This design comes from an exercise in tuning for small area, a short achievable clock period and few clock cycles on the open sky130 flow, not from production work. At most, simulation tests tie the RTL to the original design; equivalence was not proved. Power and IR drop assume default switching activity.

// signed_right_shift_mplier
module signed_right_shift_mplier #(
    parameter N = 32
)(
    input                 clk,
    input                 rst_n,       
    input    [N-1:0]      mcand,
    input    [N-1:0]      mplier,
    output   [2*N-1:0]    product,
    output                done
);
For scale: ~1300 cells after synthesis, ~190 flip-flops, roughly 130 I/O pins, about 13000 µm² of cells after synthesis.
export LEC_CHECK = 0
export CAP_MARGIN = 20
export CORE_MARGIN = 2
export CORE_UTILIZATION = 60
export PLACE_DENSITY = 0.7
export SETUP_SLACK_MARGIN = 2.8
export SLEW_MARGIN = 20
export SYNTH_HIERARCHICAL = 1
create_clock -name core_clock -period 5.0 [get_ports {clk}]
standard.sh (not shown) runs the stock make flow with config.mk's settings and CLKGATE_MAP_FILE= SYNTH_SCRIPT=/design/flow/synth_recipe.tcl, a recipe that flattens the netlist after the stock synthesis.
==> flow/flow/run.sh <==
#!/bin/bash
# Standard ORFS layout, but with small buffers on the ports instead of the
# delay cells buffer_ports picks by default.  Each tool's output is logged
# by ORFS under orfs/logs; make's own output goes to flow_make.log.
set -euo pipefail
export BUFFER_PORTS_ARGS="-buffer_cell sky130_fd_sc_hd__buf_1"
bash standard.sh > flow_make.log 2>&1
==> next run, changes <==
--- a/flow/design.v
+++ b/flow/design.v
@@ -12,13 +12,15 @@
     reg  [31:0] pl;           
     reg  [3:0]  e_one, e_two, e_neg;   
     reg  [32:0] S, C;         
     reg  [7:0]  sl, cl;       
     reg         cin;          
     reg  [31:0] ph;           
+    reg  [3:0]  e_onen, e_twon, e_negn;   
     reg         first;        
+    reg         firstn;       
     reg  [2:0]  cnt;
     reg         done_r;
     function [11:0] benc(input [8:0] b);
         integer k;
         reg x2, x1, x0;
         begin
@@ -31,13 +33,13 @@
         end
     endfunction
     wire [11:0] enc_start = benc({mplier[7:0], 1'b0});
     wire [11:0] enc_next  = benc(pl[15:7]);
     wire [32:0] mx  = {mc[31], mc};
     wire [32:0] mx2 = {mc, 1'b0};
-    wire [3:0]  one_h = e_one, two_h = e_two, neg_h = e_neg;
+    wire [3:0]  one_h = ~e_onen, two_h = ~e_twon, neg_h = ~e_negn;
     wire [32:0] pp0, pp1, pp2, pp3;
     wire [32:0] sel0 = {({16{one_h[0]}} & mx[32:17]) | ({16{two_h[0]}} & mx2[32:17]),
                         ({17{e_one[0]}} & mx[16:0]) | ({17{e_two[0]}} & mx2[16:0])};
     wire [32:0] sel1 = {({16{one_h[1]}} & mx[32:17]) | ({16{two_h[1]}} & mx2[32:17]),
                         ({17{e_one[1]}} & mx[16:0]) | ({17{e_two[1]}} & mx2[16:0])};
     wire [32:0] sel2 = {({16{one_h[2]}} & mx[32:17]) | ({16{two_h[2]}} & mx2[32:17]),
@@ -56,13 +58,13 @@
                 assign negs[g] = pl[g+1];
             end else begin : g_o
                 assign negs[g] = 1'b0;
             end
         end
     endgenerate
-    wire        first_h = first;
+    wire        first_h = ~firstn;
     wire [32:0] hs = {first_h ? negs[32:17] : S[32:17], first ? negs[16:0] : S[16:0]};
     wire [32:0] hc = {first_h ? {1'b1, 15'b0} : C[32:17], first ? 17'b0 : C[16:0]};
     wire hs0_ = hs[4] ^ hc[4];
     wire hc0_ = hs[4] & hc[4];
     wire fs0, fc0;
     csa_fa u_fa0 (.a(hs[5]), .b(hc[5]), .c(pp0[5]), .s(fs0), .co(fc0));
@@ -567,25 +569,32 @@
     assign fsum[37] = pg_p[37] ^ sk_g5_36;
     assign fsum[38] = pg_p[38] ^ sk_g5_37;
     assign fsum[39] = pg_p[39] ^ sk_g5_38;
     wire cout = sk_g2_7;
     always @(posedge clk) begin
         first  <= ~rst_n;
+        firstn <= rst_n;
         if (!rst_n) begin
             mc    <= mcand;
             pl    <= mplier;
             e_one <= enc_start[3:0];
             e_two <= enc_start[7:4];
             e_neg <= enc_start[11:8];
+            e_onen <= ~enc_start[3:0];
+            e_twon <= ~enc_start[7:4];
+            e_negn <= ~enc_start[11:8];
             cnt   <= 3'd0;
             done_r <= 1'b0;
         end else begin
             pl    <= {fsum[7:0], pl[31:8]};
             e_one <= enc_next[3:0];
             e_two <= enc_next[7:4];
             e_neg <= enc_next[11:8];
+            e_onen <= ~enc_next[3:0];
+            e_twon <= ~enc_next[7:4];
+            e_negn <= ~enc_next[11:8];
             cnt   <= cnt + 3'd1;
             done_r <= (cnt == 3'd4);
         end
         S   <= cs_s[40:8];
         C   <= cs_c[40:8];
         sl  <= cs_s[7:0];
Design area goes down by 2.8%.
Power drops by 4.1%.
Cell count rose by 0.52%.
Clock power falls by about 5%.
Utilization decreases by 3.7 points.
Clock skew barely changes.
Hold slack barely changes.
First-iteration DRC count fell by 2.1%.
Setup slack improved by 0.048 ns.
Non-clock buffer count fell by 42.
Global-route usage went down by 1.5 points.
Synthesized area climbs by 1.3%.
Via count fell by 1.3%.
Die area rose by 1.3%.
Testbench counts after the change, summed over its fixed seeds: cycles 48,000.
The RTL of the first run of this note was laid out without a check of its function.

========
signed_right_shift_mplier, a different RTL version from the one above (not shown whole).
Size: ~130 I/O pins.
==> module csa_fa, before the edit <==
module csa_fa (
    input  a,
    input  b,
    input  c,
    output s,
    output co
);
    assign s  = a ^ b ^ c;
    assign co = (a & b) | (a & c) | (b & c);
endmodule
Settings: LEC_CHECK=0, CAP_MARGIN=20, CORE_MARGIN=2, CORE_UTILIZATION=40, SETUP_SLACK_MARGIN=2.5, SLEW_MARGIN=20, SYNTH_HIERARCHICAL=1; clock period 5.0 ns.
Scripts as last shown in full above: flow/flow/run.sh
Next try:
--- a/flow/design.v
+++ b/flow/design.v
@@ -628,6 +628,15 @@
     output s,
     output co
 );
-    assign s  = a ^ b ^ c;
+    wire t;
+    csa_xor u_x (.a(a), .b(b), .y(t));
+    assign s  = t ^ c;
     assign co = (a & b) | (a & c) | (b & c);
 endmodule
+module csa_xor (
+    input  a,
+    input  b,
+    output y
+);
+    assign y = a ^ b;
+endmodule
Outcome: Synthesized cell count rose by 23%; global-route usage rose by 0.13 points; power rose by 13%; worst hold slack barely changes; synthesized area rose by 8.6%; first-iteration DRC count rose by 4.4%; via count rose by 15%; utilization fell by 2.1 points; worst setup slack gains 0.043 ns; cell area rose by 4.4%.
Testbench counts after the change, summed over its fixed seeds: cycles 48,000.
The RTL of the first run of this note was laid out without a check of its function.

==> port drivers added, routing unchanged <==
In the flow no input, the clock included, has a driving cell. The finished layouts below were timed again as built, in two steps.
Step 1 sets driving cells, clkbuf_16 on the clock port and buf_2 on the other inputs (assumed; they add their load-dependent delay and slew).
Step 2 also shifts input and output timing later by t, the mid clock arrival at the registers, as if the neighbouring blocks saw the same clock.
a / b / c = no drivers / after step 1 / after step 2; a / b = the first two.
| run | shift t [ns] | setup slack, ns | worst register clock-pin slew, ns | worst data-port slew with drivers (ns) | cell pins on the clock port's net |
|---|---|---|---|---|---|
| the first run of note 1 | 0.484 | 2.775 / 2.775 / 2.587 | 0.09 / 0.09 | 0.05 | 1 |
| the second run of note 1 | 0.484 | 2.823 / 2.787 / 2.514 | 0.08 / 0.08 | 0.05 | 1 |
| the first run of note 2 | 0.493 | 2.503 / 2.503 / 2.446 | 0.08 / 0.08 | 0.05 | 1 |
| the second run of note 2 | 0.497 | 2.546 / 2.496 / 2.440 | 0.08 / 0.08 | 0.07 | 1 |
After both steps every run listed still meets setup and hold. The setup slack of the second run of note 1, which loses most, moves by -0.036 ns with the drivers and by -0.309 ns with both steps.
